Context: an optimization exercise on an open-source flow, tuned for small area, a short achievable clock period and few clock cycles. The choices shown serve that exercise and are no tape-out recipe.
RTL that was checked went through simulation tests only; none was proved equivalent to the original.
Only the layout flow was run in runs 4 and 5; the RTL was not checked for function there.
Power figures rest on the tool's default switching activity, not on a simulated workload.

==> flow/design.v <==
module lt_tree #(
  parameter W = 32           
)(
  input  [W-1:0] lt_bit,     
  input  [W-1:0] eq_bit,     
  output         lt
);
  localparam L = $clog2(W);
  wire [W-1:0] g [0:L];
  wire [W-1:0] p [0:L];
  assign g[0] = lt_bit;
  assign p[0] = eq_bit;
  genvar l, i;
  generate
    for (l = 0; l < L; l = l + 1) begin : lvl
      for (i = 0; i < (W >> (l + 1)); i = i + 1) begin : node
        assign g[l+1][i] = g[l][2*i+1] | (p[l][2*i+1] & g[l][2*i]);
        assign p[l+1][i] = p[l][2*i+1] & p[l][2*i];
      end
      for (i = (W >> (l + 1)); i < W; i = i + 1) begin : unused
        assign g[l+1][i] = 1'b0;
        assign p[l+1][i] = 1'b0;
      end
    end
  endgenerate
  assign lt = g[L][0];
endmodule
module add32 (
  input  [31:0] a,
  input  [31:0] b,
  output [31:0] s
);
  assign s = a + b;
endmodule
module rf_dec (
  input  [4:0]  a,
  output [31:1] y
);
  genvar i;
  generate
    for (i = 1; i < 32; i = i + 1) begin : line
      assign y[i] = (a == i);
    end
  endgenerate
endmodule
module simple_cpu
#(parameter DATA_WIDTH = 32)(
  input clk,
  input rstn,
  output [DATA_WIDTH-1:0] imem_addr,
  input  [DATA_WIDTH-1:0] imem_rdata,
  output [DATA_WIDTH-1:0] dmem_addr,
  output [DATA_WIDTH-1:0] dmem_wdata,
  output [3:0]            dmem_wstrb,
  output                  dmem_re,
  input  [DATA_WIDTH-1:0] dmem_rdata
);
wire [31:0] f_inst = imem_rdata;
wire [6:0]  f_op   = f_inst[6:0];
wire [4:0]  f_rd   = f_inst[11:7];
wire [2:0]  f_f3   = f_inst[14:12];
wire [4:0]  f_rs1  = f_inst[19:15];
wire [4:0]  f_rs2  = f_inst[24:20];
wire        f_f7b5 = f_inst[30];
wire f_is_op     = (f_op == 7'b0110011);
wire f_is_opimm  = (f_op == 7'b0010011);
wire f_is_load   = (f_op == 7'b0000011);
wire f_is_store  = (f_op == 7'b0100011);
wire f_is_branch = (f_op == 7'b1100011);
wire f_is_jalr   = (f_op == 7'b1100111);
wire f_is_jal    = (f_op == 7'b1101111);
wire f_is_lui    = (f_op == 7'b0110111);
wire f_is_auipc  = (f_op == 7'b0010111);
wire f_wr = (f_is_op | f_is_opimm | f_is_load | f_is_jalr | f_is_jal | f_is_lui | f_is_auipc)
            & (f_rd != 5'd0);
wire f_tk_eq  = f_is_branch & (f_f3 == 3'b000);
wire f_tk_ne  = f_is_branch & (f_f3 == 3'b001);
wire f_tk_lt  = f_is_branch & (f_f3 == 3'b100);
wire f_tk_ge  = f_is_branch & (f_f3 == 3'b101);
wire f_tk_ltu = f_is_branch & (f_f3 == 3'b110);
wire f_tk_geu = f_is_branch & (f_f3 == 3'b111);
wire f_alu    = f_is_opimm | (f_is_op & (~f_f7b5 | f_f3 == 3'b000 | f_f3 == 3'b101));
wire f_r_add  = f_alu & (f_f3 == 3'b000);
wire f_r_sh   = f_alu & (f_f3 == 3'b001 | f_f3 == 3'b101);
wire f_r_slt  = f_alu & (f_f3 == 3'b010);
wire f_r_sltu = f_alu & (f_f3 == 3'b011);
wire f_r_xor  = f_alu & (f_f3 == 3'b100);
wire f_r_or   = f_alu & (f_f3 == 3'b110);
wire f_r_and  = f_alu & (f_f3 == 3'b111);
wire f_sub    = (f_is_op & f_f7b5 & (f_f3 == 3'b000)) | (f_f3[2:1] == 2'b01);
wire f_sh_l   = (f_f3 == 3'b001);
wire f_sh_a   = f_f7b5;
reg [31:0] f_imm;
always @(*) begin
  if (f_is_store)
    f_imm = {{20{f_inst[31]}}, f_inst[31:25], f_inst[11:7]};
  else if (f_is_branch)
    f_imm = {{20{f_inst[31]}}, f_inst[7], f_inst[30:25], f_inst[11:8], 1'b0};
  else if (f_is_jal)
    f_imm = {{12{f_inst[31]}}, f_inst[19:12], f_inst[20], f_inst[30:21], 1'b0};
  else if (f_is_lui | f_is_auipc)
    f_imm = {f_inst[31:12], 12'b0};
  else
    f_imm = {{20{f_inst[31]}}, f_inst[31:20]};
end
reg [31:0] rv1;          
reg [31:0] rv2;          
reg [31:0] agu;          
reg [31:0] tgt;          
reg [31:0] pc4;          
reg [3:0]  c_eq;         
reg [3:0]  c_lt;         
reg        c_eq31;       
reg        c_lts31;      
reg        c_ltu31;      
reg [4:0]  rd;
reg [2:0]  funct3;
reg        wr;           
reg        is_op, is_load, is_store, is_jalr;
reg        tk_always, tk_eq, tk_ne, tk_lt, tk_ge, tk_ltu, tk_geu;
reg        r_add, r_sh, r_slt, r_sltu, r_xor, r_or, r_and, r_link, r_lui, r_auipc;
reg        sub, sh_l, sh_a;
wire [31:0] wb_data;
wire [31:0] next_pc;     
wire [31:0] rf_rd1, rf_rd2;
reg [31:0] regs [1:31];
always @(posedge clk) begin
  if (wr) regs[rd] <= wb_data;
end
wire [31:1] sel1_lo, sel1_hi, sel2_lo, sel2_hi;
rf_dec m_dec1_lo (.a(f_rs1), .y(sel1_lo));
rf_dec m_dec1_hi (.a(f_rs1), .y(sel1_hi));
rf_dec m_dec2_lo (.a(f_rs2), .y(sel2_lo));
rf_dec m_dec2_hi (.a(f_rs2), .y(sel2_hi));
reg [31:0] rf_rd1_r, rf_rd2_r;
integer ri;
always @(*) begin
  rf_rd1_r = 32'd0;
  rf_rd2_r = 32'd0;
  for (ri = 1; ri < 32; ri = ri + 1) begin
    rf_rd1_r = rf_rd1_r | {{16{sel1_hi[ri]}} & regs[ri][31:16], {16{sel1_lo[ri]}} & regs[ri][15:0]};
    rf_rd2_r = rf_rd2_r | {{16{sel2_hi[ri]}} & regs[ri][31:16], {16{sel2_lo[ri]}} & regs[ri][15:0]};
  end
end
assign rf_rd1 = rf_rd1_r;
assign rf_rd2 = rf_rd2_r;
wire f_use_rs2 = f_is_op | f_is_store | f_is_branch;
wire f_hit1 = wr & (rd == f_rs1);
wire f_hit2 = wr & (rd == f_rs2);
wire [31:0] f_rv1 = f_hit1 ? wb_data : rf_rd1;
wire [31:0] f_rv2 = f_hit2 ? wb_data : rf_rd2;
wire f_stall = (f_is_load | f_is_store | f_is_jalr) & f_hit1;
wire [31:0] f_beq = {~(f_rv1[30:0] ^ f_rv2[30:0]), 1'b1};
wire [31:0] f_blt = {~f_rv1[30:0] & f_rv2[30:0], 1'b0};
wire [3:0]  f_geq, f_glt;
genvar gi;
generate
  for (gi = 0; gi < 4; gi = gi + 1) begin : cmp_grp
    lt_tree #(.W(8)) m_glt (.lt_bit(f_blt[8*gi +: 8]), .eq_bit(f_beq[8*gi +: 8]), .lt(f_glt[gi]));
    assign f_geq[gi] = &f_beq[8*gi +: 8];
  end
endgenerate
wire [31:0] f_agu;                       
wire [31:0] f_tgt;
add32 m_agu (.a(rf_rd1),  .b(f_imm), .s(f_agu));
add32 m_tgt (.a(next_pc), .b(f_imm), .s(f_tgt));
wire [31:0] f_pc4 = next_pc + 32'd4;
always @(posedge clk) begin
  if (!rstn) begin
    pc4       <= 32'd0;
    wr        <= 1'b0;
    is_op     <= 1'b0;
    is_load   <= 1'b0;
    is_store  <= 1'b0;
    is_jalr   <= 1'b0;
    tk_always <= 1'b0;
    tk_eq     <= 1'b0;
    tk_ne     <= 1'b0;
    tk_lt     <= 1'b0;
    tk_ge     <= 1'b0;
    tk_ltu    <= 1'b0;
    tk_geu    <= 1'b0;
    r_add     <= 1'b0;
    r_sh      <= 1'b0;
    r_slt     <= 1'b0;
    r_sltu    <= 1'b0;
    r_xor     <= 1'b0;
    r_or      <= 1'b0;
    r_and     <= 1'b0;
    r_link    <= 1'b0;
    r_lui     <= 1'b0;
    r_auipc   <= 1'b0;
  end else if (f_stall) begin
    pc4       <= next_pc;
    wr        <= 1'b0;
    is_op     <= 1'b0;
    is_load   <= 1'b0;
    is_store  <= 1'b0;
    is_jalr   <= 1'b0;
    tk_always <= 1'b0;
    tk_eq     <= 1'b0;
    tk_ne     <= 1'b0;
    tk_lt     <= 1'b0;
    tk_ge     <= 1'b0;
    tk_ltu    <= 1'b0;
    tk_geu    <= 1'b0;
    r_add     <= 1'b0;
    r_sh      <= 1'b0;
    r_slt     <= 1'b0;
    r_sltu    <= 1'b0;
    r_xor     <= 1'b0;
    r_or      <= 1'b0;
    r_and     <= 1'b0;
    r_link    <= 1'b0;
    r_lui     <= 1'b0;
    r_auipc   <= 1'b0;
  end else begin
    pc4       <= f_pc4;
    wr        <= f_wr;
    is_op     <= f_is_op;
    is_load   <= f_is_load;
    is_store  <= f_is_store;
    is_jalr   <= f_is_jalr;
    tk_always <= f_is_jal | f_is_jalr;
    tk_eq     <= f_tk_eq;
    tk_ne     <= f_tk_ne;
    tk_lt     <= f_tk_lt;
    tk_ge     <= f_tk_ge;
    tk_ltu    <= f_tk_ltu;
    tk_geu    <= f_tk_geu;
    r_add     <= f_r_add;
    r_sh      <= f_r_sh;
    r_slt     <= f_r_slt;
    r_sltu    <= f_r_sltu;
    r_xor     <= f_r_xor;
    r_or      <= f_r_or;
    r_and     <= f_r_and;
    r_link    <= f_is_jal | f_is_jalr;
    r_lui     <= f_is_lui;
    r_auipc   <= f_is_auipc;
  end
  agu     <= f_agu;
  tgt     <= f_tgt;
  sub     <= f_sub;
  sh_l    <= f_sh_l;
  sh_a    <= f_sh_a;
  rd      <= f_rd;
  funct3  <= f_f3;
  rv1     <= f_rv1;
  rv2     <= f_use_rs2 ? f_rv2 : f_imm;
  c_eq    <= f_geq;
  c_lt    <= f_glt;
  c_eq31  <= ~(f_rv1[31] ^ f_rv2[31]);
  c_lts31 <= f_rv1[31] & ~f_rv2[31];
  c_ltu31 <= ~f_rv1[31] & f_rv2[31];
end
wire lt_low;
lt_tree #(.W(4)) m_lt (.lt_bit(c_lt), .eq_bit(c_eq), .lt(lt_low));
wire br_eq  = c_eq31 & (&c_eq);
wire br_lt  = c_lts31 | (c_eq31 & lt_low);
wire br_ltu = c_ltu31 | (c_eq31 & lt_low);
wire take = tk_always | (tk_eq & br_eq) | (tk_ne & ~br_eq) | (tk_lt & br_lt) |
            (tk_ge & ~br_lt) | (tk_ltu & br_ltu) | (tk_geu & ~br_ltu);
wire [31:0] target = is_jalr ? agu : tgt;
assign next_pc   = take ? target : pc4;
assign imem_addr = next_pc;
wire [31:0] op_b = rv2;
wire [32:0] sum  = {1'b0, rv1} + {1'b0, op_b ^ {32{sub}}} + {32'd0, sub};
wire        lt_u = ~sum[32];
wire        lt_s = (rv1[31] ^ op_b[31]) ? rv1[31] : sum[31];
wire [4:0]  shamt = op_b[4:0];
reg  [31:0] sh_in, sh_out;
integer k;
always @(*) begin
  for (k = 0; k < 32; k = k + 1) sh_in[k] = sh_l ? rv1[31-k] : rv1[k];
end
wire [63:0] sh_ext = {{32{sh_a & rv1[31] & ~sh_l}}, sh_in};
wire [31:0] sh_r   = sh_ext >> shamt;
always @(*) begin
  for (k = 0; k < 32; k = k + 1) sh_out[k] = sh_l ? sh_r[31-k] : sh_r[k];
end
wire [31:0] alu_out = ({32{r_add}}   & sum[31:0])
                    | ({32{r_sh}}    & sh_out)
                    | {31'd0, r_slt  & lt_s}
                    | {31'd0, r_sltu & lt_u}
                    | ({32{r_xor}}   & (rv1 ^ op_b))
                    | ({32{r_or}}    & (rv1 | op_b))
                    | ({32{r_and}}   & (rv1 & op_b))
                    | ({32{r_link}}  & pc4)
                    | ({32{r_lui}}   & op_b)
                    | ({32{r_auipc}} & tgt);
assign dmem_addr = agu;
assign dmem_re   = is_load;
reg [31:0] st_data;
reg [3:0]  st_strb;
always @(*) begin
  st_data = rv2;
  st_strb = 4'b0000;
  case (funct3[1:0])
    2'b00: begin st_data = {4{rv2[7:0]}};  st_strb = 4'b0001 << agu[1:0]; end
    2'b01: begin st_data = {2{rv2[15:0]}}; st_strb = agu[1] ? 4'b1100 : 4'b0011; end
    2'b10: begin st_data = rv2;            st_strb = 4'b1111; end
    default: ;
  endcase
end
assign dmem_wdata = st_data;
assign dmem_wstrb = is_store ? st_strb : 4'b0000;
wire [7:0]  ld_byte = agu[1] ? (agu[0] ? dmem_rdata[31:24] : dmem_rdata[23:16])
                             : (agu[0] ? dmem_rdata[15:8]  : dmem_rdata[7:0]);
wire [15:0] ld_half = agu[1] ? dmem_rdata[31:16] : dmem_rdata[15:0];
reg  [31:0] ld_data;
always @(*) begin
  case (funct3[1:0])
    2'b00:   ld_data = {{24{ld_byte[7]  & ~funct3[2]}}, ld_byte};
    2'b01:   ld_data = {{16{ld_half[15] & ~funct3[2]}}, ld_half};
    2'b10:   ld_data = dmem_rdata;
    default: ld_data = 32'd0;
  endcase
end
assign wb_data = is_load ? ld_data : alu_out;
endmodule
==> flow/flow/run.sh <==
#!/bin/bash
# Own layout flow: the standard flow (standard.sh) with two changes:
# the ports are buffered with buf_2 cells instead of the slow delay cell that
# buffer_ports picks by default, and CTS inserts no dummy loads and builds the tree from clkbuf_8 cells, up to 12 sinks per leaf.
set -euo pipefail
export BUFFER_PORTS_ARGS="-buffer_cell sky130_fd_sc_hd__buf_2"
export CTS_ARGS="-sink_clustering_enable -repair_clock_nets -dont_use_dummy_load -sink_clustering_size 12 -sink_clustering_max_diameter 60 -buf_list sky130_fd_sc_hd__clkbuf_8"
bash standard.sh > standard_flow.log 2>&1
==> flow/standard.sh <==
#!/bin/bash
# synth_recipe.tcl (not shown) runs the flow's synth.tcl, then flattens the netlist and writes it again
# the make line also repeats each setting of config.mk as NAME=value (left out here)
make -C /OpenROAD-flow-scripts/flow DESIGN_CONFIG=/design/flow/config.mk WORK_HOME=/design/flow/orfs CLKGATE_MAP_FILE= SYNTH_SCRIPT=/design/flow/synth_recipe.tcl "${@:-finish}"
==> flow/config.mk <==
export PLATFORM = sky130hd
export DESIGN_NAME = simple_cpu
export DESIGN_NICKNAME = simple_cpu
export VERILOG_FILES = /design/flow/design.v
export SDC_FILE = /design/flow/constraint.sdc
export NUM_CORES = 8
export LEC_CHECK = 0
export CAP_MARGIN = 20
export CORE_MARGIN = 2
export CORE_UTILIZATION = 47
export SETUP_SLACK_MARGIN = 5
export SLEW_MARGIN = 50
export SYNTH_HIERARCHICAL = 1
export SYNTH_MINIMUM_KEEP_SIZE = 50
export TNS_END_PERCENT = 20
==> flow/constraint.sdc <==
create_clock -name core_clock -period 10.0 [get_ports {clk}]
set_input_delay 2.0000 -clock core_clock [delete_from_list [all_inputs] [get_ports {clk}]]
set_output_delay 2.0000 -clock core_clock [all_outputs]
set_load 0.01 [all_outputs]
==> impl_metrics.py, run 1 <==
metrics = {
    "status": {
        "status": "complete, no violations",
    },
    "timing": {
        "hold_viol": 0,
        "finalCritPeriodShare_pct": 52.2,
        "setup_viol": 0,
        "layout_min_cycle_time_ns": 5.22,
        "fmaxAchievable_ghz": 0.191,
        "fin_tns_setup_ns": 0,
        "drv_slew": 0,
        "rsz0062_at_grt": "true",
        "hold_ws_ns": 0.615,
        "worst_slew_margin_rel_pct": 34.8,
        "setup_ws_ns": 4.78,
        "tightest_slew_ns": 0.976,
        "skew_ns": 0.0825,
    },
    "clock_tree": {
        "clk_path_buf_depth": 3,
        "cts_buffers": 135,
        "cts_tree": "built",
        "clk_pin_slew_worst_paths_ns": 0.07,
        "ctsHoldBuffers": 0,
        "root_buffer": "clkbuf_8",
        "htree_levels": 4,
        "clk_latency_ns": 0.94,
        "cts.sinks": 1194,
    },
    "routing": {
        "ant_nets": 0,
        "drt_iter0_markers": 12200,
        "avgRoutedWirePerCell_um": 43.8,
        "drc": 0,
        "vias_per_cell": 7.80,
        "vias": 57100,
        "drt_wl_total_mm": 321,
        "dr.pass1.iters": 11,
    },
    "synth": {
        "synth_ff_type": "edfxtp_1",
        "yosys_warnings": 9,
        "yosysTopAreaCellShare_pct": 48.0,
        "synthCells": 5385,
        "syn_area_per_cell_um2": 11.5,
        "synth.area.top_cells": "edfxtp_1 48%, dfxtp_1 6.5%, a22oi_1 6.2%, ha_1 3.8%, a221oi_1 3.3%",
        "synth_edf_count": 992,
        "async_reset_ff_share_pct": 0,
        "ys_ff_latch": 1194,
        "ys_types": 94,
        "syn-cell-area_um2": 62100,
        "ys_seq_area_share_pct": 54.5,
        "synth_nets": 5645,
        "yosys.area.top_type": "edfxtp_1",
    },
    "power": {
        "powerDensity_nw_per_um2": 151,
        "pwr-share-seq_pct": 53.5,
        "combPwrFrac_pct": 19.2,
        "p_leak_nw": 24.4,
        "p_int_w": 0.00737,
        "vdd_drop_max_mv": 0.145,
        "switching_power_w": 0.00324,
        "sw_frac_of_total_pct": 30.5,
        "p_clk_share_pct": 27.2,
    },
    "worst_setup_path": {
        "reg2reg_to": "c_lt[0]$_DFF_P_",
        "endpoint_kind": "flip-flop",
        "r2r_start": "rv2[0]$_DFF_P_",
        "cp_max_fo": 19,
        "crit_start": "imem_rdata[21]",
        "start_kind": "primary input",
        "reg2regPathDepth": 15,
        "crit_end": "c_lt[3]$_DFF_P_",
        "path_buf_inv": 2,
        "path_class": "primary input to flip-flop",
        "r2r_slack_ns": 4.98,
        "cp.arrival_ns": 5.99,
        "crit_slowest_cell": "nor2_2",
        "critical_path.top_delay_family": "simple AND/OR/NAND/NOR gates",
        "cp.depth": 13,
        "path_cells": "buf_2 > or3b_4 > nor2_2 > buf_4 > a221oi_1 > nand4_1 > nor3_1 > a221oi_1 > ha_1 > a21o_1 > a21o_1 > a21oi_1 > o21ai_0",
        "critPathMaxStageDelay_ns": 0.75,
        "required_ns": 10.77,
    },
    "placement": {
        "dpl.hpwl_mm": 206,
        "dp_slack_ns": 3.36,
        "place_inst": 7127,
        "io_buffers": 166,
        "place_congestion": 1.06,
    },
    "finish": {
        "fin_nets": 5817,
        "n_fill_cell": 11300,
        "final_cell_count_no_fill": 7325,
        "drive_above_1_share_pct": 20.7,
        "fin_util_pct": 53.5,
        "syn_to_final_growth_pct": 13.0,
        "final_common_cell": "edfxtp_1",
        "final_cell_mix": "992 x edfxtp_1, 514 x a22oi_1, 281 x nand2_1",
    },
    "global_route": {
        "grt_pass1_wl_mm": 431,
        "grt_overflow_total": 0,
        "antenna_found_initial": 15,
        "grt_pass1_vias": 52200,
        "grt_start_max_net_pins": 55,
        "grtUsageTotal_pct": 46.1,
    },
    "die": {
        "num_rows": 133,
        "die_h_um": 368,
        "core_um2": 131000,
        "dieArea_um2": 135000,
        "die_w_um": 368,
        "io_pins": 167,
        "initial_core_util_pct": 47.3,
    },
    "min_path": {
        "hold_path.class": "flip-flop to flip-flop",
    },
    "run": {
        "maxCapViolCount": 0,
    },
}
[worst min-delay path by stage]
stage	startpoint	slack, ns	cells past startpoint	end
2_1_floorplan	pc4[31]$_SDFF_PN0_	0.53	3	pc4[31]$_SDFF_PN0_
4_1_cts	pc4[28]$_SDFF_PN0_	0.62	3	pc4[28]$_SDFF_PN0_
3_3_place_gp	pc4[28]$_SDFF_PN0_	0.62	3	pc4[28]$_SDFF_PN0_
6_report	pc4[28]$_SDFF_PN0_	0.61	3	pc4[28]$_SDFF_PN0_
3_5_place_dp	pc4[28]$_SDFF_PN0_	0.62	3	pc4[28]$_SDFF_PN0_
5_1_grt	pc4[28]$_SDFF_PN0_	0.69	3	pc4[28]$_SDFF_PN0_
[sequential cells by signal, summed over array words and instances, names as in the netlist, 5 cells and up]
name,flops
agu,32
rv1,32
tgt,32
regs,992
rd,5
rv2,32
pc4,32
[power by group through the flow]
stage	Sequential [W]	Combinational, W	Clock [W]
2_1_floorplan	0.00564	0.00114	0
3_3_place_gp	0.00577	0.00182	0
3_5_place_dp	0.00577	0.00183	0
4_1_cts	0.00566	0.00188	0.00289
5_1_grt	0.00567	0.00213	0.00307
6_report	0.00568	0.00204	0.00289
[metrics by stage]
step	total power, W	instance area, µm²
3_3_place_gp	0.00759	66100
3_5_place_dp	0.00760	67000
6_report	0.0106	70200
2_1_floorplan	0.00678	62800
4_1_cts	0.0104	69300
5_1_grt	0.0109	70200
[Yosys stat by module (local to each module, per instance)]
module      times used  area, µm²  cells inside
rf_dec               4        218            46
add32                2       1740           241
simple_cpu           1      57800          4719
[layer usage]
metal,up-vias,part of all wire (%),global-route usage (%)
met5,-,0.24,2.07
met4,20,9.4,31.3
met3,1788,16,20.6
met2,6140,40,64.8
met1,27400,34,56.4
li1,21700,-,-
[area by class of cell]
cell class	instances	area, µm²	share of cell area [%]
sequential	1194	33900	48.2
antenna	15	37.5	0.0535
tap	1755	2200	3.13
clock buffer	135	1860	2.65
inverter	135	508	0.724
timing repair buffer	467	3750	5.34
multi-input combinational	3624	28000	39.9
[cells by family after synthesis]
kind of cell	Yosys count	synth area share, %
buffers and inverters	567	3.61
xor gates and xnor gates	143	2.02
and+or+nand+nor	1315	10.5
AOI/OAI and AO/OA	1813	21.8
DFF	1194	54.5
adders and majority gates	194	3.94
muxes	159	3.69
[synthesized netlist by cell type (35+ instances only)]
master	number
nand2_1	290
o21ai_0	189
xnor2_1	60
and2_1	42
clkbuf_1	377
nand3_1	212
edfxtp_1	992
a21oi_1	225
nor3_1	59
nand4_1	127
a21o_1	96
or4_1	41
nor2_1	344
mux2i_1	64
a222oi_1	71
ha_1	191
mux4_2	43
xor2_1	83
mux2_2	44
a221oi_1	233
a22o_1	213
inv_1	134
dfxtp_1	202
nand2b_1	35
a211oi_1	36
a22oi_1	515
[tightest hold or removal path: stages (launching register included)]
cell	delay, ns
dfxtp_1	0.36
a21oi_2	0.09
nand2_1	0.06
mux2i_1	0.06
[repair_timing]
| action | in CTS | in global routing |
|---|---|---|
| gates cloned | 1 | 0 |
| gates resized for setup | 86 | 124 |
| pin swaps | 6 | 29 |
| setup endpoints to repair | 91 | 87 |
| buffers inserted | 16 | 28 |
Testbench counts, summed over its fixed seeds: cycles 1,992,704.
==> run 2: changes to the inputs <==
--- a/flow/design.v
+++ b/flow/design.v
@@ -1,2 +1,36 @@
+module ks_adder #(
+  parameter W = 32
+)(
+  input  [W-1:0] a,
+  input  [W-1:0] b,
+  input          cin,
+  output [W-1:0] sum,
+  output         cout
+);
+  localparam L = $clog2(W);
+  wire [W-1:0] p0 = a ^ b;
+  wire [W-1:0] g0 = a & b;
+  wire [W-1:0] gl [0:L];
+  wire [W-1:0] pl [0:L];
+  assign gl[0] = {g0[W-1:1], g0[0] | (p0[0] & cin)};
+  assign pl[0] = p0;
+  genvar l, i;
+  generate
+    for (l = 0; l < L; l = l + 1) begin : lvl
+      for (i = 0; i < W; i = i + 1) begin : bit_
+        if (i >= (1 << l)) begin : node
+          assign gl[l+1][i] = gl[l][i] | (pl[l][i] & gl[l][i - (1 << l)]);
+          assign pl[l+1][i] = pl[l][i] & pl[l][i - (1 << l)];
+        end else begin : pass
+          assign gl[l+1][i] = gl[l][i];
+          assign pl[l+1][i] = pl[l][i];
+        end
+      end
+    end
+  endgenerate
+  wire [W:0] c = {gl[L], cin};
+  assign sum  = p0 ^ c[W-1:0];
+  assign cout = c[W];
+endmodule
 module lt_tree #(
   parameter W = 32           
==> flow/flow/run.sh (replaced) <==
#!/bin/bash
# Own layout flow: the standard flow (standard.sh) with three changes:
# the ports are buffered with buf_2 cells instead of the slow delay cell that
# buffer_ports picks by default; CTS inserts no dummy loads and builds the tree
# from clkbuf_8 cells, up to 12 sinks per leaf; and repair_design (before
# placement resizing and before global routing) also splits high-fanout nets.
set -euo pipefail
here=$(pwd)
export BUFFER_PORTS_ARGS="-buffer_cell sky130_fd_sc_hd__buf_2"
export CTS_ARGS="-sink_clustering_enable -repair_clock_nets -dont_use_dummy_load -sink_clustering_size 12 -sink_clustering_max_diameter 60 -buf_list sky130_fd_sc_hd__clkbuf_8"
export PRE_RESIZE_TCL="$here/flow/max_fanout.tcl"
export PRE_GLOBAL_ROUTE_TCL="$here/flow/max_fanout.tcl"
bash standard.sh > standard_flow.log 2>&1
==> flow/flow/max_fanout.tcl (new file) <==
# Ask repair_design to split nets with more than 12 loads.
set_max_fanout 12 [current_design]
==> run 2 against run 1 <==
  * Still clean
  * Non-clock buffer count up 406
  * Combinational power up 7%
  * Wire length increased by 7.9%
  * Sequential power hardly changed
  * Fmax is 2.9% lower
  * Clock skew grew 0.035 ns
  * Design area is 5.4% higher
  * Flip-flop and latch count did not move
  * First-iteration DRC count up 12%
  * Utilization up 2.9 points
  * Critical path depth grew 5
  * Largest cell class unchanged
  * Largest power group unchanged
==> impl_metrics.py, run 2 <==
metrics = {
    "routing": {
        "avgRoutedWirePerCell_um": 44.7,
        "wl_met2_mm": 135,
        "ant_nets": 0,
        "drt_wl_total_mm": 346,
        "drc": 0,
        "vias": 60500,
        "drt_iter0_markers": 13700,
        "wirelength_met1_mm": 112,
        "vias_per_cell": 7.82,
        "highest_layer": "met5",
        "met3_length_mm": 58.8,
        "dr.pass1.iters": 17,
    },
    "die": {
        "die_h_um": 368,
        "core_um2": 131000,
        "io_pins": 167,
        "dieArea_um2": 135000,
        "num_rows": 133,
        "die_w_um": 368,
        "initial_core_util_pct": 47.3,
    },
    "synth": {
        "yosysTopAreaCellShare_pct": 48.0,
        "synth.most_common_cell": "edfxtp_1",
        "netlist_top_cells_count": "992 x edfxtp_1, 515 x a22oi_1, 377 x clkbuf_1",
        "ys_seq_area_share_pct": 54.5,
        "synthCells": 5385,
        "yosys_warnings": 9,
        "syn-cell-area_um2": 62100,
        "yosys.area.top_type": "edfxtp_1",
        "ys_ff_latch": 1194,
        "synth_ff_type": "edfxtp_1",
        "syn_area_per_cell_um2": 11.5,
        "synth_edf_count": 992,
        "synth.area.top_cells": "edfxtp_1 48%, dfxtp_1 6.5%, a22oi_1 6.2%, ha_1 3.8%, a221oi_1 3.3%",
        "async_reset_ff_share_pct": 0,
        "ys_types": 94,
        "synth_nets": 5645,
    },
    "run": {
        "maxCapViolCount": 0,
    },
    "timing": {
        "hold_viol": 0,
        "tightest_slew_ns": 0.921,
        "worst_slew_margin_rel_pct": 38.5,
        "rsz0062_at_grt": "true",
        "fmaxAchievable_ghz": 0.186,
        "finalCritPeriodShare_pct": 53.8,
        "drv_slew": 0,
        "skew_ns": 0.118,
        "fin_tns_setup_ns": 0,
        "setup_viol": 0,
        "layout_min_cycle_time_ns": 5.38,
        "setup_ws_ns": 4.62,
    },
    "min_path": {
        "min_from": "pc4[28]$_SDFF_PN0_",
        "hold_depth": 3,
        "hold_path.class": "flip-flop to flip-flop",
        "min_to": "pc4[28]$_SDFF_PN0_",
    },
    "power": {
        "vdd_drop_max_mv": 0.143,
        "power_w": 0.0108,
        "p_leak_nw": 26.9,
        "powerDensity_nw_per_um2": 145,
    },
    "finish": {
        "syn_to_final_growth_pct": 19.1,
        "regMostFlops": "regs",
        "final_cell_count_no_fill": 7744,
        "fin_util_pct": 56.3,
        "drive_above_1_share_pct": 25.5,
        "n_fill_cell": 11000,
        "fin_nets": 6220,
        "final_cell_mix": "992 x edfxtp_1, 508 x a22oi_1, 326 x buf_4",
        "final_common_cell": "edfxtp_1",
        "multi_input_area_um2": 28600,
        "largest_reg_flops": 992,
        "seqCellArea_um2": 33800,
    },
    "global_route": {
        "grt_pass1_wl_mm": 460,
        "grt_overflow_total": 0,
        "grt_pass1_vias": 55400,
        "grtUsageTotal_pct": 49.5,
        "grt_start_max_net_pins": 17,
        "antenna_found_initial": 34,
    },
    "clock_tree": {
        "htree_levels": 4,
        "clk_latency_ns": 0.92,
        "cts_buffers": 132,
        "clk_pin_slew_worst_paths_ns": 0.08,
        "ctsHoldBuffers": 0,
        "cts_tree": "built",
        "clk_path_buf_depth": 3,
        "cts.sinks": 1194,
        "root_buffer": "clkbuf_8",
    },
    "worst_setup_path": {
        "path_class": "primary input to flip-flop",
        "reg2reg_to": "regs[28][14]$_DFFE_PP_",
        "start_kind": "primary input",
        "endpoint_kind": "flip-flop",
        "path_cells": "buf_6 > buf_12 > clkbuf_16 > or3b_4 > nor2_2 > buf_4 > buf_6 > a22oi_1 > nand4_1 > or4_4 > ha_4 > and3_4 > o211ai_1 > o21bai_4 > a22oi_4 > a311oi_4 > o311a_1 > or3_1",
        "critPathMaxStageDelay_ns": 0.61,
        "r2r_slack_ns": 4.76,
        "reg2regPathDepth": 13,
        "cp_max_fo": 12,
        "required_ns": 10.79,
        "cp.arrival_ns": 6.17,
        "r2r_start": "r_or$_SDFF_PP0_",
        "path_common_cell": "buf_6",
        "crit_slowest_cell": "or4_4",
    },
    "placement": {
        "dp_slack_ns": -0.208,
        "io_buffers": 166,
        "place_inst": 7483,
        "place_congestion": 1.06,
        "dpl.hpwl_mm": 245,
    },
    "status": {
        "status": "complete, no violations",
    },
}
run 2: cell counts after synthesis:
No cell type changed its count.
run 2: cell type report:
| cell class | count | share of cell area (%) |
|---|---|---|
| Sequential cell | 1194 | 45.8 |
| Multi-Input combinational cell | 3624 | 38.6 |
| Timing Repair Buffer | 873 | 9.41 |
| Tap cell | 1755 | 2.97 |
| Clock buffer | 132 | 2.46 |
| Inverter | 135 | 0.690 |
| Antenna cell | 31 | 0.105 |
run 2: repair_timing:
action                     4_1_cts  5_1_grt
buffers inserted                20       67
pin swaps                       24       92
resized for setup              710      328
setup endpoints to repair     1218      553
gates cloned                     0        8
run 2: logic make-up after synthesis:
| group | synth area share, % |
|---|---|
| xor gates and xnor gates | 2.02 |
| buffers and inverters | 3.61 |
| adders and majority gates | 3.94 |
| muxes | 3.69 |
| DFF | 54.5 |
| AOI/OAI and AO/OA | 21.8 |
| and+or+nand+nor | 10.5 |
run 2: worst max-delay path by stage:
stage | from | to | slack (ns) | cells after the start
finish | imem_rdata[16] | agu[31]$_DFF_P_ | 4.62 | 18
global route | imem_rdata[15] | agu[31]$_DFF_P_ | 4.57 | 19
CTS | imem_rdata[16] | agu[31]$_DFF_P_ | 4.73 | 21
detailed placement | rv2[2]$_DFF_P_ | regs[14][31]$_DFFE_PP_ | -0.21 | 18
global placement | imem_rdata[18] | agu[31]$_DFF_P_ | 3.54 | 16
floorplan | imem_rdata[19] | agu[31]$_DFF_P_ | 4.73 | 16
run 2: worst max-delay path: cells and delay by family:
kind            cells  cell delay (ns)
buf+inv             5             0.77
simple gates        6             1.61
compound gates      6             1.41
fa+ha+maj           1             0.33
run 2: per-stage QoR:
stage                     hold WS, ns  instance area, µm²
final                           0.651               74000
after global routing            0.687               73900
after CTS                       0.648               72000
after detailed placement        0.631               69400
after global placement          0.624               66100
after floorplan                 0.528               62800
run 2: modules after synthesis, one instance, submodules excluded:
module / times used / cell area, µm² / flip-flops and latches
simple_cpu: 1 / 57800 / 1194
add32: 2 / 1740 / 0
rf_dec: 4 / 218 / 0
run 2: report_power, final:
group	internal (W)	total (W)	switching (W)
Sequential	0.00543	0.00570	0.000271
Clock	0.00117	0.00288	0.00171
Combinational	0.000831	0.00218	0.00135
Total	0.00743	0.0108	0.00333
run 2: metal layers:
layer  global-route usage, %  vias up
met5                    2.35        -
met4                    40.9       34
met3                    26.3     2292
met2                    67.5     6712
met1                    56.8    28800
li1                        -    22700
Testbench counts of run 2, summed over its fixed seeds: cycles 1,992,704.
==> run 3: changes to the inputs <==
==> flow/flow/run.sh (replaced) <==
#!/bin/bash
# Own layout flow: the standard flow (standard.sh) with two changes:
# the input ports are buffered with buf_8 cells and the output ports with
# buf_2 cells, instead of the slow delay cell that buffer_ports picks by
# default; and CTS inserts no dummy loads and builds the tree from clkbuf_8
# cells, up to 12 sinks per leaf.
set -euo pipefail
here=$(pwd)
export BUFFER_PORTS_ARGS="-inputs -buffer_cell sky130_fd_sc_hd__buf_8"
export POST_GLOBAL_PLACE_TCL="$here/flow/out_buf.tcl"
export CTS_ARGS="-sink_clustering_enable -repair_clock_nets -dont_use_dummy_load -sink_clustering_size 12 -sink_clustering_max_diameter 60 -buf_list sky130_fd_sc_hd__clkbuf_8"
bash standard.sh > standard_flow.log 2>&1
==> flow/flow/out_buf.tcl (new file) <==
# Buffer the output ports (the inputs were buffered by the standard step).
buffer_ports -outputs -buffer_cell sky130_fd_sc_hd__buf_2
removed: flow/flow/max_fanout.tcl
==> run 3 against run 2 <==
  * Synthesized cell count unchanged
  * Global-route usage fell by 3.4 points
  * Register-to-register slack better by 0.31 ns
  * Flip-flop and latch count did not move
  * Non-clock buffer count decreased by 424
  * Design area shrank 4.2%
  * Utilization decreased by 2.3 points
==> impl_metrics.py, run 3 <==
metrics = {
    "status": {
        "status": "complete, no violations",
    },
    "timing": {
        "skew_ns": 0.168,
        "drv_slew": 0,
        "layout_min_cycle_time_ns": 5.09,
        "fmaxAchievable_ghz": 0.197,
        "finalCritPeriodShare_pct": 50.9,
        "setup_viol": 0,
        "hold_viol": 0,
        "rsz0062_at_grt": "true",
        "fin_tns_setup_ns": 0,
        "tightest_slew_ns": 0.862,
        "worst_slew_margin_rel_pct": 42.5,
        "hold_ws_ns": 0.656,
    },
    "synth": {
        "yosysTopAreaCellShare_pct": 48.0,
        "netlist_top_cells_count": "992 x edfxtp_1, 515 x a22oi_1, 377 x clkbuf_1",
        "synth_edf_count": 992,
        "synthMuxAreaShare_pct": 3.69,
        "ys_ff_latch": 1194,
        "async_reset_ff_share_pct": 0,
        "synth.area.top_cells": "edfxtp_1 48%, dfxtp_1 6.5%, a22oi_1 6.2%, ha_1 3.8%, a221oi_1 3.3%",
        "yosys.area_share.simple_pct": 10.5,
        "ys_types": 94,
        "synth.most_common_cell": "edfxtp_1",
        "ys_seq_area_share_pct": 54.5,
        "synth-xor-area-share_pct": 2.02,
        "synthCells": 5385,
        "yosys_warnings": 9,
        "syn-cell-area_um2": 62100,
        "synth_nets": 5645,
        "synth_top_family_by_area": "compound AO/OA/AOI/OAI gates",
        "yosys.area.top_type": "edfxtp_1",
        "synth-adder-area-share_pct": 3.94,
        "synth_ff_type": "edfxtp_1",
        "synth_compound_area_share_pct": 21.8,
        "syn_area_per_cell_um2": 11.5,
    },
    "clock_tree": {
        "cts_tree": "built",
        "clk_path_buf_depth": 3,
        "clk_latency_ns": 0.95,
        "cts_buffers": 133,
        "root_buffer": "clkbuf_8",
        "htree_levels": 4,
        "ctsHoldBuffers": 0,
        "cts.sinks": 1194,
        "clk_pin_slew_worst_paths_ns": 0.07,
    },
    "global_route": {
        "grt_start_max_net_pins": 55,
        "grt_overflow_total": 0,
        "grt_pass1_wl_mm": 430,
        "grt_pass1_vias": 52300,
        "grtUsageTotal_pct": 46.1,
        "antenna_found_initial": 9,
    },
    "worst_setup_path": {
        "reg2regPathDepth": 13,
        "cp_max_fo": 16,
        "required_ns": 10.76,
        "cp.arrival_ns": 5.85,
        "crit_start": "imem_rdata[18]",
        "path_class": "primary input to flip-flop",
        "crit_end": "agu[31]$_DFF_P_",
        "r2r_start": "rv1[31]$_DFF_P_",
        "reg2reg_to": "c_lt[3]$_DFF_P_",
        "r2r_slack_ns": 5.07,
        "endpoint_kind": "flip-flop",
        "start_kind": "primary input",
    },
    "min_path": {
        "hold_path.class": "flip-flop to flip-flop",
        "min_from": "pc4[28]$_SDFF_PN0_",
    },
    "finish": {
        "n_fill_cell": 11200,
        "drive_above_1_share_pct": 20.3,
        "fin_nets": 5797,
        "final_common_cell": "edfxtp_1",
        "final_cell_mix": "992 x edfxtp_1, 513 x a22oi_1, 283 x nand2_1",
        "syn_to_final_growth_pct": 14.1,
        "largest_reg_flops": 992,
        "regMostFlops": "regs",
        "fin_util_pct": 54.0,
        "final_cell_count_no_fill": 7296,
    },
    "power": {
        "p_leak_nw": 24.6,
        "vdd_drop_max_mv": 0.110,
        "powerDensity_nw_per_um2": 150,
    },
    "die": {
        "die_h_um": 368,
        "dieArea_um2": 135000,
        "initial_core_util_pct": 47.3,
        "die_w_um": 368,
        "core_um2": 131000,
        "num_rows": 133,
        "io_pins": 167,
    },
    "routing": {
        "dr.pass1.iters": 15,
        "avgRoutedWirePerCell_um": 44.1,
        "ant_nets": 0,
        "drt_wl_total_mm": 322,
        "vias": 56700,
        "drc": 0,
        "vias_per_cell": 7.77,
        "drt_iter0_markers": 12200,
    },
    "placement": {
        "dpl.hpwl_mm": 210,
        "io_buffers": 166,
        "place_inst": 7117,
    },
    "run": {
        "maxCapViolCount": 0,
    },
}
-- run 3: power by group --
group          switching, W  internal, W  total [W]  leakage, nW
Sequential         0.000279      0.00543    0.00571         10.5
Combinational       0.00126     0.000787    0.00205         13.1
Clock               0.00170      0.00118    0.00288        0.956
Total               0.00324      0.00739     0.0106         24.6
-- run 3: per-module statistics from Yosys, one instance, submodules excluded --
module	flip-flops and latches	cells
rf_dec	0	46
add32	0	241
simple_cpu	1194	4719
-- run 3: layout make-up --
type | count | area (µm²) | share of cell area [%]
antenna | 6 | 15.0 | 0.0212
clock buffer | 133 | 1830 | 2.58
inverter | 135 | 507 | 0.715
multi-input combinational | 3624 | 28100 | 39.7
sequential | 1194 | 33800 | 47.8
tap | 1755 | 2200 | 3.10
timing repair buffer | 449 | 4380 | 6.17
-- run 3: kinds of logic after synthesis --
logic type,after synthesis
buffers and inverters,567
AO/OA/AOI/OAI,1813
flip-flops,1194
AND/OR/NAND/NOR,1315
adder cells (fa/ha/maj),194
multiplexers,159
XOR/XNOR,143
-- run 3: worst max-delay path, stage by stage --
cell and delay (ns):
buf_12 0.13, nand2b_4 0.20, buf_4 0.16, nor2_2 0.04, buf_4 0.25, a22o_1 0.28
a221oi_1 0.24, nand3_1 0.11, or4_4 0.61, ha_2 0.39, a21oi_2 0.22, o21ai_0 0.14
a22o_1 0.25, a311oi_4 0.39, nor4_1 0.10, or3_1 0.32
-- run 3: metal layers --
metal	track usage (%)	wire length [µm]	vias up
li1	-	-	21700
met1	57.1	110000	27400
met2	65.4	130000	5854
met3	19.2	51500	1698
met4	31.1	29700	12
met5	0.356	419	-
-- run 3: worst min path at each step --
stage / to / slack (ns) / cells after the start
global route: pc4[28]$_SDFF_PN0_ / 0.71 / 3
detailed placement: pc4[28]$_SDFF_PN0_ / 0.62 / 3
CTS: pc4[28]$_SDFF_PN0_ / 0.64 / 3
finish: pc4[28]$_SDFF_PN0_ / 0.66 / 3
global placement: pc4[28]$_SDFF_PN0_ / 0.62 / 3
floorplan: pc4[31]$_SDFF_PN0_ / 0.53 / 3
-- run 3: repair_timing --
action	4_1_cts	5_1_grt
setup endpoints to repair	90	55
buffers inserted	12	23
gates resized for setup	94	151
gates cloned	1	1
pin swaps	7	45
-- run 3: stage by stage --
| stage | instance area [µm²] | power (W) | worst slack (ns) |
|---|---|---|---|
| 5_1_grt | 70900 | 0.0109 | 4.87 |
| 2_1_floorplan | 62800 | 0.00678 | 4.73 |
| 4_1_cts | 69900 | 0.0104 | 4.88 |
| 3_5_place_dp | 67600 | 0.00763 | 3.48 |
| 3_3_place_gp | 66200 | 0.00757 | 3.52 |
| 6_report | 70900 | 0.0106 | 4.91 |
==> run 4: changes to the inputs <==
--- a/flow/design.v
+++ b/flow/design.v
@@ -162,18 +162,23 @@
   if (wr) regs[rd] <= wb_data;
 end
-wire [31:1] sel1_lo, sel1_hi, sel2_lo, sel2_hi;
-rf_dec m_dec1_lo (.a(f_rs1), .y(sel1_lo));
-rf_dec m_dec1_hi (.a(f_rs1), .y(sel1_hi));
-rf_dec m_dec2_lo (.a(f_rs2), .y(sel2_lo));
-rf_dec m_dec2_hi (.a(f_rs2), .y(sel2_hi));
+wire [31:1] sel1 [0:3];
+wire [31:1] sel2 [0:3];
+genvar di;
+generate
+  for (di = 0; di < 4; di = di + 1) begin : rf_decs
+    rf_dec m_dec1 (.a(f_rs1), .y(sel1[di]));
+    rf_dec m_dec2 (.a(f_rs2), .y(sel2[di]));
+  end
+endgenerate
 reg [31:0] rf_rd1_r, rf_rd2_r;
-integer ri;
+integer ri, bi;
 always @(*) begin
   rf_rd1_r = 32'd0;
   rf_rd2_r = 32'd0;
-  for (ri = 1; ri < 32; ri = ri + 1) begin
-    rf_rd1_r = rf_rd1_r | {{16{sel1_hi[ri]}} & regs[ri][31:16], {16{sel1_lo[ri]}} & regs[ri][15:0]};
-    rf_rd2_r = rf_rd2_r | {{16{sel2_hi[ri]}} & regs[ri][31:16], {16{sel2_lo[ri]}} & regs[ri][15:0]};
-  end
+  for (ri = 1; ri < 32; ri = ri + 1)
+    for (bi = 0; bi < 4; bi = bi + 1) begin
+      rf_rd1_r[8*bi +: 8] = rf_rd1_r[8*bi +: 8] | ({8{sel1[bi][ri]}} & regs[ri][8*bi +: 8]);
+      rf_rd2_r[8*bi +: 8] = rf_rd2_r[8*bi +: 8] | ({8{sel2[bi][ri]}} & regs[ri][8*bi +: 8]);
+    end
 end
 assign rf_rd1 = rf_rd1_r;
==> flow/flow/run.sh (replaced) <==
#!/bin/bash
# Own layout flow: the standard flow (standard.sh) with two changes:
# the ports are buffered with buf_2 cells instead of the slow delay cell that
# buffer_ports picks by default, and CTS inserts no dummy loads and builds the tree from clkbuf_8 cells, up to 12 sinks per leaf.
set -euo pipefail
export BUFFER_PORTS_ARGS="-buffer_cell sky130_fd_sc_hd__buf_2"
export CTS_ARGS="-sink_clustering_enable -repair_clock_nets -dont_use_dummy_load -sink_clustering_size 12 -sink_clustering_max_diameter 60 -buf_list sky130_fd_sc_hd__clkbuf_8"
bash standard.sh > standard_flow.log 2>&1
--- a/flow/config.mk
+++ b/flow/config.mk
@@ -8,5 +8,5 @@
 export CAP_MARGIN = 20
 export CORE_MARGIN = 2
-export CORE_UTILIZATION = 47
+export CORE_UTILIZATION = 40
 export SETUP_SLACK_MARGIN = 5
 export SLEW_MARGIN = 50
removed: flow/flow/out_buf.tcl
==> run 4 against run 3 <==
  * Flip-flop and latch count stayed put
  * Wire length rose by 6.9%
  * First-iteration DRC count rose by 8.2%
  * Clock skew down 0.058 ns
  * Utilization is 7.4 points lower
  * Critical path type unchanged
  * Critical endpoint is now c_lt[2]$_DFF_P_
  * Highest routed layer unchanged
==> impl_metrics.py, run 4 <==
metrics = {
    "routing": {
        "ant_nets": 0,
        "drt_iter0_markers": 13200,
        "dr.pass1.iters": 12,
        "vias_per_cell": 7.49,
        "drc": 0,
        "avgRoutedWirePerCell_um": 43.3,
        "vias": 59400,
        "drt_wl_total_mm": 344,
    },
    "clock_tree": {
        "cts_tree": "built",
        "cts_buffers": 137,
        "clk_latency_ns": 0.98,
        "clk_path_buf_depth": 3,
        "ctsHoldBuffers": 0,
        "cts.sinks": 1194,
        "clk_pin_slew_worst_paths_ns": 0.09,
        "htree_levels": 4,
        "root_buffer": "clkbuf_8",
    },
    "status": {
        "status": "complete, no violations",
    },
    "power": {
        "powerDensity_nw_per_um2": 148,
        "p_clk_share_pct": 27.3,
        "p_leak_nw": 25.4,
        "combPwrFrac_pct": 19.8,
        "pwr-share-seq_pct": 52.9,
        "vdd_drop_max_mv": 0.128,
        "switching_power_w": 0.00335,
        "sw_frac_of_total_pct": 31.1,
        "p_int_w": 0.00743,
        "power_w": 0.0108,
    },
    "worst_setup_path": {
        "reg2regPathDepth": 15,
        "critical_path.top_delay_family": "compound AO/OA/AOI/OAI gates",
        "path_class": "primary input to flip-flop",
        "reg2reg_to": "c_lt[2]$_DFF_P_",
        "crit_slowest_cell": "o21ai_2",
        "required_ns": 10.72,
        "cp.arrival_ns": 5.84,
        "path_cells": "buf_2 > mux4_2 > nor2_1 > a2111oi_2 > buf_4 > a21oi_1 > o211a_1 > o311ai_1 > o21ai_2 > a21oi_1 > ha_1 > a21oi_1 > o21ai_0",
        "path_common_cell": "a21oi_1",
        "r2r_start": "rv2[0]$_DFF_P_",
        "start_kind": "primary input",
        "r2r_slack_ns": 4.96,
        "endpoint_kind": "flip-flop",
        "cp_max_fo": 14,
        "critPathMaxStageDelay_ns": 0.60,
        "path_buf_inv": 2,
    },
    "timing": {
        "drv_slew": 0,
        "setup_viol": 0,
        "setup_ws_ns": 4.88,
        "finalCritPeriodShare_pct": 51.2,
        "rsz0062_at_grt": "true",
        "hold_viol": 0,
        "layout_min_cycle_time_ns": 5.12,
        "fmaxAchievable_ghz": 0.195,
        "fin_tns_setup_ns": 0,
        "tightest_slew_ns": 0.952,
        "worst_slew_margin_rel_pct": 36.4,
        "skew_ns": 0.111,
    },
    "die": {
        "die_h_um": 402,
        "io_pins": 167,
        "initial_core_util_pct": 40.4,
        "die_w_um": 402,
        "core_um2": 157000,
        "dieArea_um2": 161000,
        "num_rows": 145,
    },
    "global_route": {
        "grt_pass1_vias": 54000,
        "grt_pass1_wl_mm": 454,
        "grt_start_max_net_pins": 53,
        "antenna_found_initial": 27,
        "grtUsageTotal_pct": 40.5,
        "grt_overflow_total": 0,
    },
    "placement": {
        "dpl.hpwl_mm": 238,
        "io_buffers": 166,
        "place_area_um2": 69100,
        "dp_slack_ns": 3.31,
        "place_congestion": 1.07,
    },
    "finish": {
        "final_cell_mix": "992 x edfxtp_1, 520 x a22oi_1, 373 x buf_4",
        "fin_area_um2": 72900,
        "drive_above_1_share_pct": 21.5,
        "final_common_cell": "edfxtp_1",
        "fin_nets": 6130,
        "syn_to_final_growth_pct": 15.3,
        "fin_util_pct": 46.6,
        "regMostFlops": "regs",
        "largest_reg_flops": 992,
    },
    "synth": {
        "syn_area_per_cell_um2": 11.4,
        "ys_seq_area_share_pct": 53.5,
        "synth.most_common_cell": "edfxtp_1",
        "yosysTopAreaCellShare_pct": 47.1,
        "syn-cell-area_um2": 63200,
        "synthCells": 5558,
        "ys_ff_latch": 1194,
        "synth_nets": 5818,
        "async_reset_ff_share_pct": 0,
        "synth.area.top_cells": "edfxtp_1 47%, dfxtp_1 6.4%, a22oi_1 6.2%, ha_1 3.8%, a221oi_1 3.2%",
        "synth_edf_count": 992,
        "yosys_warnings": 9,
        "yosys.area.top_type": "edfxtp_1",
        "netlist_top_cells_count": "992 x edfxtp_1, 520 x a22oi_1, 442 x nor2_1",
        "synth_ff_type": "edfxtp_1",
        "ys_types": 93,
    },
    "min_path": {
        "min_to": "pc4[6]$_SDFF_PN0_",
        "hold_depth": 4,
        "hold_path.class": "flip-flop to flip-flop",
        "min_from": "pc4[5]$_SDFF_PN0_",
    },
    "run": {
        "maxCapViolCount": 0,
    },
}
## run 4: changes by cell type in the layout (fill, tap and decap cells not counted), sizes merged, moves of 13 or more
cell and change:
nor2 +98, a21oi -15, nand2 -32, nand3b +18, mux2 +14, o21a +25, or3b +13, mux2i +36
and3 +14, buf +164
## run 4: how the worst max path moves through the flow
stage	depth (start not counted)	slack, ns	startpoint	to
6_report	13	4.88	dmem_rdata[7]	c_lt[2]$_DFF_P_
5_1_grt	8	4.92	c_eq[3]$_DFF_P_	imem_addr[31]
4_1_cts	9	4.87	c_eq[3]$_DFF_P_	imem_addr[1]
3_5_place_dp	16	3.31	imem_rdata[19]	agu[26]$_DFF_P_
3_3_place_gp	14	3.12	imem_rdata[15]	agu[31]$_DFF_P_
2_1_floorplan	15	4.76	imem_rdata[17]	agu[31]$_DFF_P_
## run 4: cells by family after synthesis
group	share of synthesized area, %
simple gates	11.2
flops	53.5
mux	4.30
buf+inv	3.64
xor+xnor	1.88
fa+ha+maj	3.87
compound gates	21.6
## run 4: per-module statistics from Yosys, one instance, submodules excluded
module	flip-flops and latches	cell area, µm²	times used
add32	0	1740	2
rf_dec	0	218	8
simple_cpu	1194	58000	1
## run 4: power by group through the flow
stage / clock network, W / logic, W / registers (W)
6_report: 0.00294 / 0.00213 / 0.00571
4_1_cts: 0.00295 / 0.00195 / 0.00567
3_3_place_gp: 0 / 0.00188 / 0.00578
5_1_grt: 0.00312 / 0.00221 / 0.00569
2_1_floorplan: 0 / 0.00118 / 0.00563
3_5_place_dp: 0 / 0.00190 / 0.00578
## run 4: cell type report
class | instances | area (µm²)
Fill cell | 14200 | 83600
Sequential cell | 1194 | 33900
Multi-Input combinational cell | 3776 | 29000
Timing Repair Buffer | 619 | 5030
Tap cell | 2058 | 2570
Clock buffer | 137 | 1890
Inverter | 142 | 533
Antenna cell | 9 | 22.5
## run 4: worst register-to-register path, cell delays in order (launching register included)
cell     delay (ns)
dfxtp_2        0.38
buf_8          0.39
mux4_2         0.60
mux2_2         0.34
mux2i_2        0.40
o22ai_1        0.23
o21ai_1        0.33
nand4_1        0.22
o31a_1         0.28
buf_4          0.25
o21a_1         0.29
ha_1           0.30
a21o_1         0.17
a21o_1         0.18
a21oi_1        0.17
o21ai_0        0.26
## run 4: routing by layer
metal / share of wire [%] / up-vias / global-route usage, %
met5: 0.17 / - / 0.773
met4: 8.3 / 34 / 23.4
met3: 16 / 1720 / 16.6
met2: 39 / 6271 / 56.1
met1: 36 / 28800 / 53.0
li1: - / 22700 / -
## run 4: per-stage QoR
stage / hold WS (ns) / cells
final: 0.718 / 7935
after CTS: 0.708 / 7868
after detailed placement: 0.702 / 7714
after global routing: 0.795 / 7930
after global placement: 0.699 / 7660
after floorplan: 0.644 / 5558
## run 4: what timing repair did
| action | in CTS | in global routing |
|---|---|---|
| setup buffers | 16 | 50 |
| endpoints found under the setup margin | 112 | 94 |
| gates cloned | 1 | 7 |
| resized for setup | 135 | 146 |
| pin swaps | 12 | 46 |
==> run 5: changes to the inputs <==
--- a/flow/config.mk
+++ b/flow/config.mk
@@ -8,5 +8,5 @@
 export CAP_MARGIN = 20
 export CORE_MARGIN = 2
-export CORE_UTILIZATION = 40
+export CORE_UTILIZATION = 47
 export SETUP_SLACK_MARGIN = 5
 export SLEW_MARGIN = 50
==> run 5 against run 4 <==
  * Register-to-register slack got worse by 0.07 ns
  * Design area fell by 1.8%
  * Synthesized cell count did not move
  * Wire length fell by 4.3%
  * Flip-flop and latch count did not move
  * First-iteration DRC count fell by 2.3%
  * Combinational power barely moved
  * Critical path depth rose by 2
==> impl_metrics.py, run 5 <==
metrics = {
    "status": {
        "status": "complete, no violations",
    },
    "timing": {
        "tightest_slew_ns": 0.972,
        "drv_slew": 0,
        "hold_viol": 0,
        "setup_viol": 0,
        "worst_slew_margin_rel_pct": 35.0,
        "fin_tns_setup_ns": 0,
        "hold_ws_ns": 0.787,
        "finalCritPeriodShare_pct": 51.1,
        "rsz0062_at_grt": "true",
        "layout_min_cycle_time_ns": 5.11,
        "skew_ns": 0.114,
        "fmaxAchievable_ghz": 0.196,
    },
    "synth": {
        "synth_edf_count": 992,
        "syn-cell-area_um2": 63200,
        "synthCells": 5558,
        "yosys_warnings": 9,
        "netlist_top_cells_count": "992 x edfxtp_1, 520 x a22oi_1, 442 x nor2_1",
        "ys_seq_area_share_pct": 53.5,
        "synth_ff_type": "edfxtp_1",
        "yosysTopAreaCellShare_pct": 47.1,
        "yosys.area.top_type": "edfxtp_1",
        "syn_area_per_cell_um2": 11.4,
        "synth.most_common_cell": "edfxtp_1",
        "async_reset_ff_share_pct": 0,
        "ys_types": 93,
        "ys_ff_latch": 1194,
        "synth_nets": 5818,
        "synth.area.top_cells": "edfxtp_1 47%, dfxtp_1 6.4%, a22oi_1 6.2%, ha_1 3.8%, a221oi_1 3.2%",
    },
    "finish": {
        "final_common_cell": "edfxtp_1",
        "largest_reg_flops": 992,
        "fin_util_pct": 53.7,
        "syn_to_final_growth_pct": 13.3,
        "final_cell_mix": "992 x edfxtp_1, 520 x a22oi_1, 296 x nor2_1, 296 x buf_4, 251 x nand2_1",
        "regMostFlops": "regs",
        "fin_nets": 6027,
        "drive_above_1_share_pct": 20.7,
    },
    "worst_setup_path": {
        "reg2reg_to": "c_lt[2]$_DFF_P_",
        "reg2regPathDepth": 15,
        "endpoint_kind": "flip-flop",
        "crit_end": "c_lt[2]$_DFF_P_",
        "critPathMaxStageDelay_ns": 0.59,
        "path_common_cell": "a21o_1",
        "path_cells": "buf_8 > mux4_2 > mux2_2 > mux2i_1 > o22ai_1 > o21ai_1 > nand4_1 > o31a_1 > buf_4 > o21a_1 > ha_1 > a21o_1 > a21o_1 > a21oi_1 > o21ai_0",
        "start_kind": "flip-flop",
        "cp.arrival_ns": 5.87,
        "required_ns": 10.76,
        "crit_slowest_cell": "dfxtp_4",
        "r2r_slack_ns": 4.89,
        "cp_max_fo": 36,
        "path_class": "flip-flop to flip-flop",
        "crit_start": "sh_l$_DFF_P_",
        "r2r_start": "sh_l$_DFF_P_",
    },
    "clock_tree": {
        "cts_tree": "built",
        "clk_pin_slew_worst_paths_ns": 0.08,
        "ctsHoldBuffers": 0,
        "cts_buffers": 135,
        "clk_latency_ns": 0.93,
        "cts.sinks": 1194,
        "htree_levels": 4,
        "root_buffer": "clkbuf_8",
        "clk_path_buf_depth": 3,
    },
    "placement": {
        "io_buffers": 166,
        "place_congestion": 1.12,
        "dpl.hpwl_mm": 228,
    },
    "die": {
        "die_h_um": 371,
        "core_um2": 133000,
        "num_rows": 134,
        "initial_core_util_pct": 47.4,
        "die_w_um": 371,
        "io_pins": 167,
        "dieArea_um2": 138000,
    },
    "power": {
        "power_w": 0.0107,
        "p_leak_nw": 24.8,
        "vdd_drop_max_mv": 0.123,
        "powerDensity_nw_per_um2": 149,
    },
    "routing": {
        "highest_layer": "met5",
        "vias": 58600,
        "vias_per_cell": 7.76,
        "ant_nets": 0,
        "met3_length_mm": 49.0,
        "dr.pass1.iters": 14,
        "avgRoutedWirePerCell_um": 43.6,
        "drt_iter0_markers": 12900,
        "wl_met2_mm": 133,
        "drt_wl_total_mm": 329,
        "drc": 0,
        "wirelength_met1_mm": 111,
    },
    "global_route": {
        "grt_overflow_total": 0,
        "grt_start_max_net_pins": 63,
        "grtUsageTotal_pct": 46.3,
        "grt_pass1_vias": 53800,
        "antenna_found_initial": 9,
        "grt_pass1_wl_mm": 438,
    },
    "run": {
        "maxCapViolCount": 0,
    },
    "min_path": {
        "hold_path.class": "flip-flop to flip-flop",
        "min_from": "pc4[17]$_SDFF_PN0_",
    },
}
run 5: cell counts after synthesis:
No cell type changed its count.
run 5: area by class of cell:
class | instances | area, µm²
clock buffer | 135 | 1860
inverter | 142 | 536
sequential | 1194 | 33900
timing repair buffer | 518 | 4030
antenna | 10 | 25.0
multi-input combinational | 3776 | 29100
fill | 11600 | 61800
tap | 1768 | 2210
run 5: critical path: cells and delay by family, from the launching register on:
family	cells	cell delay, ns
buffers and inverters	2	0.59
muxes	3	1.32
AOI/OAI and AO/OA	8	1.83
adders and majority gates	1	0.33
DFF	1	0.59
and+or+nand+nor	1	0.25
run 5: timing repair:
item | CTS | global route
gates cloned | 1 | 2
setup buffers | 8 | 37
gates resized for setup | 79 | 137
pin swaps | 5 | 25
setup endpoints to repair | 79 | 72
endpoints found under the hold margin | 0 | 0
run 5: how the worst min path moves through the flow:
stage                    endpoint  cells after the start  slack, ns
3_3_place_gp   pc4[19]$_SDFF_PN0_                      4       0.74
5_1_grt        pc4[17]$_SDFF_PN0_                      4       0.82
2_1_floorplan   pc4[7]$_SDFF_PN0_                      4       0.64
6_report       pc4[17]$_SDFF_PN0_                      4       0.79
3_5_place_dp   pc4[19]$_SDFF_PN0_                      4       0.77
4_1_cts        pc4[17]$_SDFF_PN0_                      4       0.76
run 5: modules after synthesis, one instance, submodules excluded:
module / cells / flops+latches / copies in the design / cell area, µm²
simple_cpu: 4708 / 1194 / 1 / 58000
add32: 241 / 0 / 2 / 1740
rf_dec: 46 / 0 / 8 / 218
run 5: logic make-up after synthesis:
logic type,Yosys count,synth area share [%]
buffers and inverters,589,3.64
and+or+nand+nor,1426,11.2
AOI/OAI and AO/OA,1814,21.6
DFF,1194,53.5
adders and majority gates,194,3.87
xor gates and xnor gates,136,1.88
muxes,205,4.30
run 5: per-layer routing:
layer | vias to the layer above | global-route usage, %
met1 | 27900 | 55.8
met4 | 10 | 36.3
met3 | 2033 | 17.1
met2 | 6104 | 66.7
met5 | - | 0
li1 | 22500 | -
run 5: power breakdown:
group	switching, W	leakage, nW	internal [W]
registers	0.000268	10.2	0.00543
logic	0.00134	13.6	0.000776
clock network	0.00168	0.971	0.00120
total	0.00329	24.8	0.00740
run 5: stage by stage:
step	setup slack [ns]	instance area, µm²	instances
after floorplan	4.76	63700	5558
after detailed placement	3.35	68300	7345
after global routing	4.88	71600	7538
final	4.89	71600	7543
after CTS	4.82	70500	7489
after global placement	3.37	67100	7303

[port drivers added, routing unchanged]
No port has a modelled driver above. Below, the same layouts with a new extraction and two added sets of constraints.
Step 1 assumes that a clkbuf_16 drives the clock port and a buf_2 every other input.
Step 2, shift: input delay + t, output delay - t, t = (earliest + latest rising clock arrival at the registers) / 2. This alone moves slack from input paths to output paths.
Three values: no drivers, after step 1, after step 2; two values: the first two.
run	t (ns)	slack for setup (ns)	worst register clock-pin slew, ns
run 1	0.990	4.776 / 4.670 / 3.680	0.09 / 0.09
run 2	0.941	4.621 / 4.622 / 3.681	0.09 / 0.09
run 3	0.936	4.911 / 4.828 / 3.891	0.09 / 0.09
run 4	0.998	4.879 / 4.759 / 3.762	0.09 / 0.09
run 5	0.951	4.888 / 4.806 / 3.855	0.09 / 0.09
After both steps setup and hold are still met in every run listed. For run 4, which loses most, drivers alone change the setup slack by -0.120 ns; drivers and shift together by -1.117 ns.
